This design comes from an exercise in tuning for small area on the open sky130 flow, not from production work. In this exercise RTL edits were held to simulation tests only and were not proved equivalent to the original. No activity file was given, so power comes from the tool's default toggle rates.

===== flow/area.abc =====
strash
&get -n
&fraig -x
&put
scorr
dc2
dretime
strash
dc2
balance
rewrite
refactor
balance
rewrite
rewrite -z
balance
refactor -z
rewrite -z
balance
dc2
balance
rewrite
refactor
balance
rewrite
rewrite -z
balance
refactor -z
rewrite -z
balance
&get -n
&deepsyn -T 300
&dch -f -C 32
&nf -R 1000 -p -C 32
&put

===== config.mk =====
export PLATFORM = sky130hd
export DESIGN_NAME = ee354_2048
export DESIGN_NICKNAME = ee354_2048
export VERILOG_FILES = /design/flow/design.v
export SDC_FILE = /design/flow/constraint.sdc
export NUM_CORES = 4
export LEC_CHECK = 0
export CAP_MARGIN = 20
export CORE_MARGIN = 2
export CORE_UTILIZATION = 40
export SLEW_MARGIN = 20

===== standard.sh =====
#!/bin/bash
# synth_recipe.tcl (not shown) runs the flow's synth.tcl, then flattens the netlist and writes it again
# the make line also repeats each setting of config.mk as NAME=value (left out here)
make -C /OpenROAD-flow-scripts/flow DESIGN_CONFIG=/design/flow/config.mk WORK_HOME=/design/flow/orfs CLKGATE_MAP_FILE= SYNTH_SCRIPT=/design/flow/synth_recipe.tcl "${@:-finish}"

===== design.v =====
`timescale 1ns / 1ps
module step2048(input [3:0] a, input [3:0] b, output [3:0] ao, output [3:0] bo);
    wire z  = ~|a;
    wire eq = ~|(a ^ b);
    wire f = (~b[3] & ~(b[2] & b[1])) | (b[3] & b[1] & ~b[0]);
    wire m = z | eq;
    assign ao = m ? (z ? b : {b[2:0], f}) : a;
    assign bo = m ? 4'd0 : b;
endmodule
module line2048(input [15:0] i, output [15:0] o);
    wire [3:0] a0 = i[3:0], a1 = i[7:4], a2 = i[11:8], a3 = i[15:12];
    wire [3:0] b0, b1, c1, c2, d1, e1, e2, e3, f1, f2, g0, g1;
    step2048 s1(a0, a1, b0, b1);    
    step2048 s2(b1, a2, c1, c2);    
    step2048 s3(b0, c1, d1, e1);    
    step2048 s4(c2, a3, e2, e3);    
    step2048 s5(e1, e2, f1, f2);    
    step2048 s6(d1, f1, g0, g1);    
    assign o = {e3, f2, g1, g0};
endmodule
module move_in(input [63:0] bd, input A, input B, input ax, input fr, output [31:0] uin);
    function [3:0] cellv(input [63:0] b, input integer r, input integer c);
        cellv = b[(4*r+c)*4 +: 4];
    endfunction
    wire rn = ~ax & ~fr, rf = ~ax & fr, cn = ax & ~fr, cf = ax & fr;
    genvar gu, gp;
    generate for (gu = 0; gu < 2; gu = gu + 1) begin : u
        for (gp = 0; gp < 4; gp = gp + 1) begin : ip
            assign uin[gu*16 + gp*4 +: 4] =
                ({4{A & rn}} & cellv(bd, gu, gp))     | ({4{B & rn}} & cellv(bd, gu+2, gp))   |
                ({4{A & rf}} & cellv(bd, gu, 3-gp))   | ({4{B & rf}} & cellv(bd, gu+2, 3-gp)) |
                ({4{A & cn}} & cellv(bd, gp, gu))     | ({4{B & cn}} & cellv(bd, gp, gu+2))   |
                ({4{A & cf}} & cellv(bd, 3-gp, gu))   | ({4{B & cf}} & cellv(bd, 3-gp, gu+2));
        end
    end endgenerate
endmodule
module move_out(input [63:0] bd, input [31:0] uout, input A, input B, input clr, input pl,
                input ax, input [15:0] place, output [63:0] cur, output [63:0] bd_next);
    genvar gi, gj;
    generate for (gi = 0; gi < 4; gi = gi + 1) begin : ni
        for (gj = 0; gj < 4; gj = gj + 1) begin : nj
            wire [3:0] cR = uout[(gi%2)*16 + gj*4 +: 4];    
            wire [3:0] cC = uout[(gj%2)*16 + gi*4 +: 4];    
            wire bR = (gi >= 2) & B & ~ax;
            wire bC = (gj >= 2) & B & ax;
            wire [3:0] cv = ({4{bR}} & cR) | ({4{bC}} & cC) | ({4{~(bR | bC | clr)}} & bd[(4*gi+gj)*4 +: 4]);
            assign cur[(4*gi+gj)*4 +: 4] = cv;
            wire aR = (gi < 2) & A & ~ax;
            wire aC = (gj < 2) & A & ax;
            wire [3:0] pv = (pl & place[4*gi+gj]) ? 4'd1 : cv;
            wire [3:0] nv = ({4{aR}} & cR) | ({4{aC}} & cC) | ({4{~(aR | aC)}} & pv);
            assign bd_next[(4*gi+gj)*4 +: 4] = (gi == 0 && gj == 0) ? (nv | {3'b000, clr}) : nv;
        end
    end endgenerate
endmodule
module placer(input [63:0] cur, input hf, input vf, output [15:0] place, output placeable,
              output found_11);
    wire [15:0] blank, is11;
    genvar gi, gj;
    generate for (gi = 0; gi < 16; gi = gi + 1) begin : t
        assign blank[gi] = (cur[gi*4 +: 4] == 4'd0);
        assign is11[gi]  = (cur[gi*4 +: 4] == 4'b1000);
    end endgenerate
    assign placeable = |blank;
    assign found_11  = |is11;
    wire [15:0] stop = blank | is11;
    wire [3:0] rs = {|stop[15:12], |stop[11:8], |stop[7:4], |stop[3:0]};
    generate for (gi = 0; gi < 4; gi = gi + 1) begin : pr
        wire rb = vf ? |(rs >> (gi + 1)) : |(rs << (4 - gi));
        for (gj = 0; gj < 4; gj = gj + 1) begin : pc
            wire [3:0] rw = stop[4*gi +: 4];
            wire cb = hf ? |(rw >> (gj + 1)) : |(rw << (4 - gj));
            assign place[4*gi+gj] = blank[4*gi+gj] & ~rb & ~cb;
        end
    end endgenerate
endmodule
module display(input [9:0] hCount, input [9:0] vCount, input bright, input [63:0] cur,
               input hf, input vf, input bgset, input win, output [11:0] rgb);
    wire [10:0] t, u;
    genvar i;
    generate for (i = 0; i < 11; i = i + 1) begin : k
        assign t[i] = hCount >= 180 + 50*i;
        assign u[i] = hCount >= 221 + 50*i;
    end endgenerate
    wire keyh = |(t & ~u);
    wire keyv = (vCount >= 40) && (vCount < 81);
    wire inkey = keyh & keyv;
    wire [3:0] kexp;
    assign kexp[0] = ~t[3] | (t[4] & ~t[5]) | (t[6] & ~t[8]);
    assign kexp[1] = (t[1] & ~t[4]) | (t[5] & ~t[6]) | (t[7] & ~t[9]);
    assign kexp[2] = (t[2] & ~t[5]) | (t[6] & ~t[7]) | (t[8] & ~t[10]);
    assign kexp[3] = (t[3] & ~t[6]) | (t[7] & ~t[8]) | t[9];
    wire [3:0] rt, ru, ct, cu;
    generate for (i = 0; i < 4; i = i + 1) begin : b
        assign rt[i] = vCount >= 180 + 45*i;
        assign ru[i] = vCount >= 221 + 45*i;
        assign ct[i] = hCount >= 380 + 45*i;
        assign cu[i] = hCount >= 421 + 45*i;
    end endgenerate
    wire [3:0] ir = rt & ~ru, ic = ct & ~cu;    
    wire inboard = |ir & |ic;
    wire [3:0] pr = vf ? {ir[0], ir[1], ir[2], ir[3]} : ir;
    wire [3:0] pc = hf ? {ic[0], ic[1], ic[2], ic[3]} : ic;
    reg [3:0] bexp;
    reg [3:0] colv;
    integer r, c;
    always @(*) begin
        bexp = 4'd0;
        for (c = 0; c < 4; c = c + 1) begin
            colv = 4'd0;
            for (r = 0; r < 4; r = r + 1)
                colv = colv | ({4{pr[r]}} & cur[(4*r+c)*4 +: 4]);
            bexp = bexp | ({4{pc[c]}} & colv);
        end
    end
    wire [3:0] e = inkey ? kexp : bexp;
    reg [11:0] color;
    always @(*)
        case (e)
            4'b0000: color = 12'h666;    
            4'b0001: color = 12'hEDC;    
            4'b0010: color = 12'hC23;    
            4'b0011: color = 12'hC98;    
            4'b0100: color = 12'h2B4;    
            4'b0101: color = 12'hEB4;    
            4'b0110: color = 12'h8B5;    
            4'b0111: color = 12'hD95;    
            4'b1000: color = 12'h15D;    
            4'b1001: color = 12'hBD4;    
            4'b1010: color = 12'hF33;    
            4'b1011: color = 12'hFB0;    
            4'b1100: color = 12'h4AD;    
            4'b1101: color = 12'hF65;    
            4'b1110: color = 12'hF84;    
            4'b1111: color = 12'hF44;    
        endcase
    wire [11:0] background = ~bgset ? 12'hFFF : (win ? 12'h080 : 12'h800);
    assign rgb = ~bright ? 12'h000 : (inkey | inboard) ? color : background;
endmodule
module ee354_2048(Clk, Reset, q_I, q_Wait, q_Up, q_Down, q_Right, q_Left, q_Win, q_Lose, up, down, left, right, hCount, vCount, rgb, background, bright);
input Clk, Reset;
input up, down, left, right;
input [9:0] hCount, vCount;
input bright;
output q_I, q_Wait, q_Up, q_Down, q_Right, q_Left, q_Win, q_Lose;
output [11:0] rgb;
output [11:0] background;
reg [2:0] st;
wire sI = (st == 3'b000);
wire sW = ~st[2] & st[0];
wire sM = ~st[2] & st[1] & ~st[0];
wire sWin = st[2] & ~st[1];
wire sLose = st[2] & st[1];
wire bgset = st[2] & st[0];
wire pend = ~st[2] & ~st[1] & st[0];
reg ax;           
reg fr;           
reg hf, vf;       
wire far = fr ^ (ax ? vf : hf);
assign q_I = sI;
assign q_Wait = sW;
assign q_Up = sM & ax & ~far;
assign q_Down = sM & ax & far;
assign q_Left = sM & ~ax & ~far;
assign q_Right = sM & ~ax & far;
assign q_Win = sWin;
assign q_Lose = sLose;
assign background = ~bgset ? 12'hFFF : (sWin ? 12'h080 : 12'h800);
reg [63:0] bd;    
wire A = sM;            
wire B = pend;          
wire [31:0] uin, uout;
wire [63:0] cur, bd_next;
wire [15:0] place;
wire placeable, found_11;
move_in mi(.bd(bd), .A(A), .B(B), .ax(ax), .fr(fr), .uin(uin));
line2048 ln0(uin[15:0], uout[15:0]);
line2048 ln1(uin[31:16], uout[31:16]);
move_out mo(.bd(bd), .uout(uout), .A(A), .B(B), .clr(sI), .pl(B), .ax(ax),
            .place(place), .cur(cur), .bd_next(bd_next));
placer pc(.cur(cur), .hf(hf), .vf(vf), .place(place), .placeable(placeable), .found_11(found_11));
display dp(.hCount(hCount), .vCount(vCount), .bright(bright), .cur(cur), .hf(hf), .vf(vf),
           .bgset(bgset), .win(sWin), .rgb(rgb));
always @(posedge Clk)
    bd <= bd_next;
always @(posedge Clk) begin
    if (sW) begin
        ax <= up | down;
        fr <= (up | down) ? (~up ^ vf) : (~left ^ hf);
    end
    if (sI) begin
        hf <= 1'b0;
        vf <= 1'b0;
    end else if (sM & fr) begin
        hf <= hf ^ ~ax;
        vf <= vf ^ ax;
    end
end
always @(posedge Clk, posedge Reset)
begin
    if (Reset)
        st <= 3'b000;
    else begin
        st[2] <= st[2] | (sW & (found_11 | ~placeable));
        st[1] <= st[2] ? st[1] : (sW & ~found_11);
        st[0] <= st[2] | ~st[0] | (~found_11 & placeable & ~(up | down | left | right));
    end
end
endmodule

===== constraint.sdc =====
create_clock -name core_clock -period 15.0 [get_ports {Clk}]
set_input_delay 3.0000 -clock core_clock [delete_from_list [all_inputs] [get_ports {Clk}]]
set_output_delay 3.0000 -clock core_clock [all_outputs]
set_load 0.01 [all_outputs]

===== flow/synth_area.tcl =====
# synth_recipe.tcl with ORFS's ABC call redirected to the area script in AREA_ABC_SCRIPT,
# and no extraction of half and full adders (ABC maps that logic with the rest)
proc abc {args} {
  set i [lsearch -exact $args -script]
  if { $i >= 0 } {
    set args [lreplace $args [expr { $i + 1 }] [expr { $i + 1 }] $::env(AREA_ABC_SCRIPT)]
  }
  puts "area abc: $args"
  yosys abc {*}$args
}
# leave half and full adders to ABC
proc extract_fa {args} { puts "extract_fa skipped" }
source $::env(FLOW_SYNTH_TCL)

===== flow/run.sh =====
#!/bin/bash
# Layout flow: the standard layout, with the synthesis step run by the standard flow's own
# synthesis script but an area-oriented ABC mapping script (area.abc) in place of
# ORFS's speed script. Everything before and after ABC (flip-flop mapping, flattening,
# renaming) is the standard flow's synthesis unchanged, so the registers keep their names and cells.
# The later steps are the standard.sh with smaller port buffers, no timing-driven
# global placement and smaller clock-tree buffers (clkbuf_8).
set -euo pipefail
W=$(pwd)
export AREA_ABC_SCRIPT="$W/flow/area.abc"
export FLOW_SYNTH_TCL="$W/synth_recipe.tcl"
make -C "$FLOW_HOME" DESIGN_CONFIG="$W/config.mk" WORK_HOME="$W/orfs" CLKGATE_MAP_FILE= \
    SYNTH_SCRIPT="$W/flow/synth_area.tcl" synth > "$W/synth.log" 2>&1
bash "$W/standard.sh" \
    "BUFFER_PORTS_ARGS=-buffer_cell sky130_fd_sc_hd__buf_1" \
    GPL_TIMING_DRIVEN=0 \
    "CTS_ARGS=-sink_clustering_enable -repair_clock_nets -dont_use_dummy_load -buf_list sky130_fd_sc_hd__clkbuf_8" \
    CAP_MARGIN=10 SLEW_MARGIN=10 \
    finish > "$W/layout.log" 2>&1

==> impl_results.md <==
* Status: finished clean
* Fmax at 70.0 MHz
* Pleak at 2.98 nW
* Pin count of the biggest net entering global routing at 36
* Critical Path RT at 12.00 ns
* Die Y at 139 µm
* Crit path largest cell delay at 0.70 ns
* Final slew viol count at 0
* Via Count at 9338
* WL/cell at 21.0 µm
* # nets final at 1225
* Initial antenna violation count at 0
* Synth warnings at 3
* Most frequent cells in the layout: nand2_1, nor2_1, o21ai_0, a21oi_1, dfxtp_1
* Area post-placement at 7880 µm²
* Placement Rows at 49
* Core area at 17800 µm²
* Synth Area in Adders at 0
* Slew HR at 0.179
* Simple-gate area share of the yosys netlist at 0.341
* Clk Latency, worst-skew pair at 0.38 ns
* CP arrival at 11.29 ns
* IO Pins at 59
* Crit-path most repeated cell: o21ai_0
* Drt pass-1 iters at 13
* DR iter-0 viols at 1506
* First-pass GRT wire length at 44.9 mm
* GRT Util Overall at 0.293
* Clock Sink Count at 71
* Die width at 139 µm
* Compound-cell area share of the yosys netlist at 0.376
* Worst-Margin Slew at 1.23 ns
* Max_cap viols at 0
* Drt via density at 6.55
* Fin util at 0.463
* DPL Wire Length at 22.3 mm
* CTS tree: yes
* Most common cell after layout, fill and taps aside: nand2_1
* Distinct cell type count after synthesis at 63
* Root Driver: clkbuf_8
* Clock tree buffer depth at 2
* Largest family of logic cells by synthesized area: compound AO/OA/AOI/OAI gates
* Main synth FF type: dfxtp_1
* Final Hold Viols at 0
* Minimum clock period at 14.29 ns
* Slowest stage cell, crit path: or4_1
* Post-Synth XOR/XNOR Area at 0.0363
* Post-route cell area at 8270 µm²
* Final GP Congestion at 0.998
* # diodes at 0
* PD cells at 70.0 nW/µm²
* Post-route clock period utilization at 0.953
* # DRC at 0
* Grt total ovfl at 0
* Routed WL at 29.9 mm
* Net count after synthesis at 1135
* Mean Syn Cell Area at 6.54 µm²
* Initial Utilization at 0.406
* Mux cell area share after synthesis at 0.0221
* Final setup fails at 0
* Crit Path Max Fanout at 11
* Final setup margin at 0.705 ns
* Crit path kind: register to primary output
* Die area at 19200 µm²
* Post-synthesis sequential area ratio at 0.201
* Worst VDD drop at 48.8 µV
* Critical Path Start Type: register
* Area Overhead vs Synth at 14.1%
* Num CTS Buffers at 9
* Number of port buffers at 58
* Layout cell share with drive strength beyond 1 at 0.0543
* Worst clock skew at 0.0209 ns
* H-Tree Depth at 3
* Vias in the first global route at 8214
* Worst-path clk slew at 0.08 ns
* CP Capture Type: primary output
* Worst Hold Class: register to register
* Yosys reg bits at 71
* Pre-CTS setup slack at -0.851 ns
* EDFF count, synth at 2
* Antenna Nets Post-Route at 0
* Post-route setup TNS at 0 ns
* Synthesized cell area at 7250 µm²
* Syn Inst Count at 1108
* Ys async rst share at 0.0423
-- final cells by class --
cell class                      count  area, µm²
Tap cell                          229        287
Multi-Input combinational cell   1004       5800
Timing Repair Buffer               75        428
Inverter                           28        105
Sequential cell                    71       1460
Buffer                              9       67.6
Clock buffer                        9        124
Fill cell                        1872       9570
-- synth_stat cells (all sizes together), types with 15 or more instances --
cell type  count  share of area
nor2b         22          0.019
a22oi         16          0.017
nand2        202           0.10
nand3         35          0.024
nor3          30          0.021
mux2i         16          0.022
nor2         141          0.073
a31oi         15          0.013
nand2b        27          0.023
o22ai         20          0.017
and2          19          0.016
o221ai        21          0.025
clkinv        28          0.015
a222oi        27          0.037
a21oi        103          0.071
dfxtp         66           0.18
xnor2         18          0.022
o21ai        115          0.079
-- cells by family after synthesis --
family,Yosys count
xor gates and xnor gates,30
DFF,71
buffers and inverters,37
and+or+nand+nor,539
AOI/OAI and AO/OA,415
muxes,16
-- metrics by stage --
step                power (mW)  hold WS [ns]  instances
floorplan                0.376         0.465       1108
finish                   0.579         0.535       1425
detailed placement       0.447         0.529       1401
CTS                      0.566         0.539       1411
global placement         0.446         0.513       1395
global route             0.603         0.571       1425
-- final timing paths --
check                              startpoint              end  slack (ns)  cells after the start
worst max-delay path             ax$_DFFE_PP_           rgb[7]        0.71                     45
worst min-delay path            bd[1]$_DFF_P_    bd[1]$_DFF_P_        0.54                      2
worst max register to register   ax$_DFFE_PP_   bd[12]$_DFF_P_        3.65                     45
worst min register to register  bd[1]$_DFF_P_    bd[1]$_DFF_P_        0.54                      2
max in group asynchronous               Reset  st[2]$_DFF_PP0_       12.45                      2
min in group asynchronous               Reset  st[0]$_DFF_PP0_        2.43                      2
-- routing by layer --
metal	up-vias	routed length, µm	track usage
met5	-	0	0
met4	0	1260	0.118
met3	94	3130	0.0635
met2	587	13100	0.465
met1	4260	12400	0.387
li1	4397	-	-
-- report_power, final --
group          internal [mW]  leakage [nW]  switching [mW]  total [mW]
registers              0.232         0.598          0.0428       0.274
clock network         0.0535        0.0647          0.0694       0.123
logic                 0.0600          2.32           0.122       0.182
-- critical path, delay by kind of cell (launching register included) --
kind	cells	cell delay, ns
simple gates	25	6.70
buf+inv	2	0.30
flops	1	0.55
compound gates	16	2.85
xor+xnor	2	0.49
-- registers in the layout (all words and copies together) (netlist names) --
signal and count:
bd 64, fr 1, vf 1, ax 1, hf 1, st 3
-- what timing repair did --
action	4_1_cts	5_1_grt
hold buffers	0	0
setup endpoints to repair	12	12
gates cloned	1	3
gates resized for setup	11	28
pin swaps	0	4
buffers inserted	0	11

separate check: timing with driven ports:
In the flow no input, the clock included, has a driving cell. The finished layout below was timed again as built, in two steps. Step 1 sets driving cells, clkbuf_16 on the clock port and buf_2 on the other inputs (assumed; they add their load-dependent delay and slew). Step 2 also shifts input and output timing later by t, the mid clock arrival at the registers, as if the neighbouring blocks saw the same clock. a / b / c = ideal ports / drivers / drivers and shift; a / b = the first two.
t, ns: 0.409
slack for setup (ns): 0.705 / 0.663 / 1.072
cell pins on the clock port's net: 1
After both steps this run still meets setup and hold. The setup slack of this run moves by -0.042 ns with the drivers and by +0.367 ns with both steps.
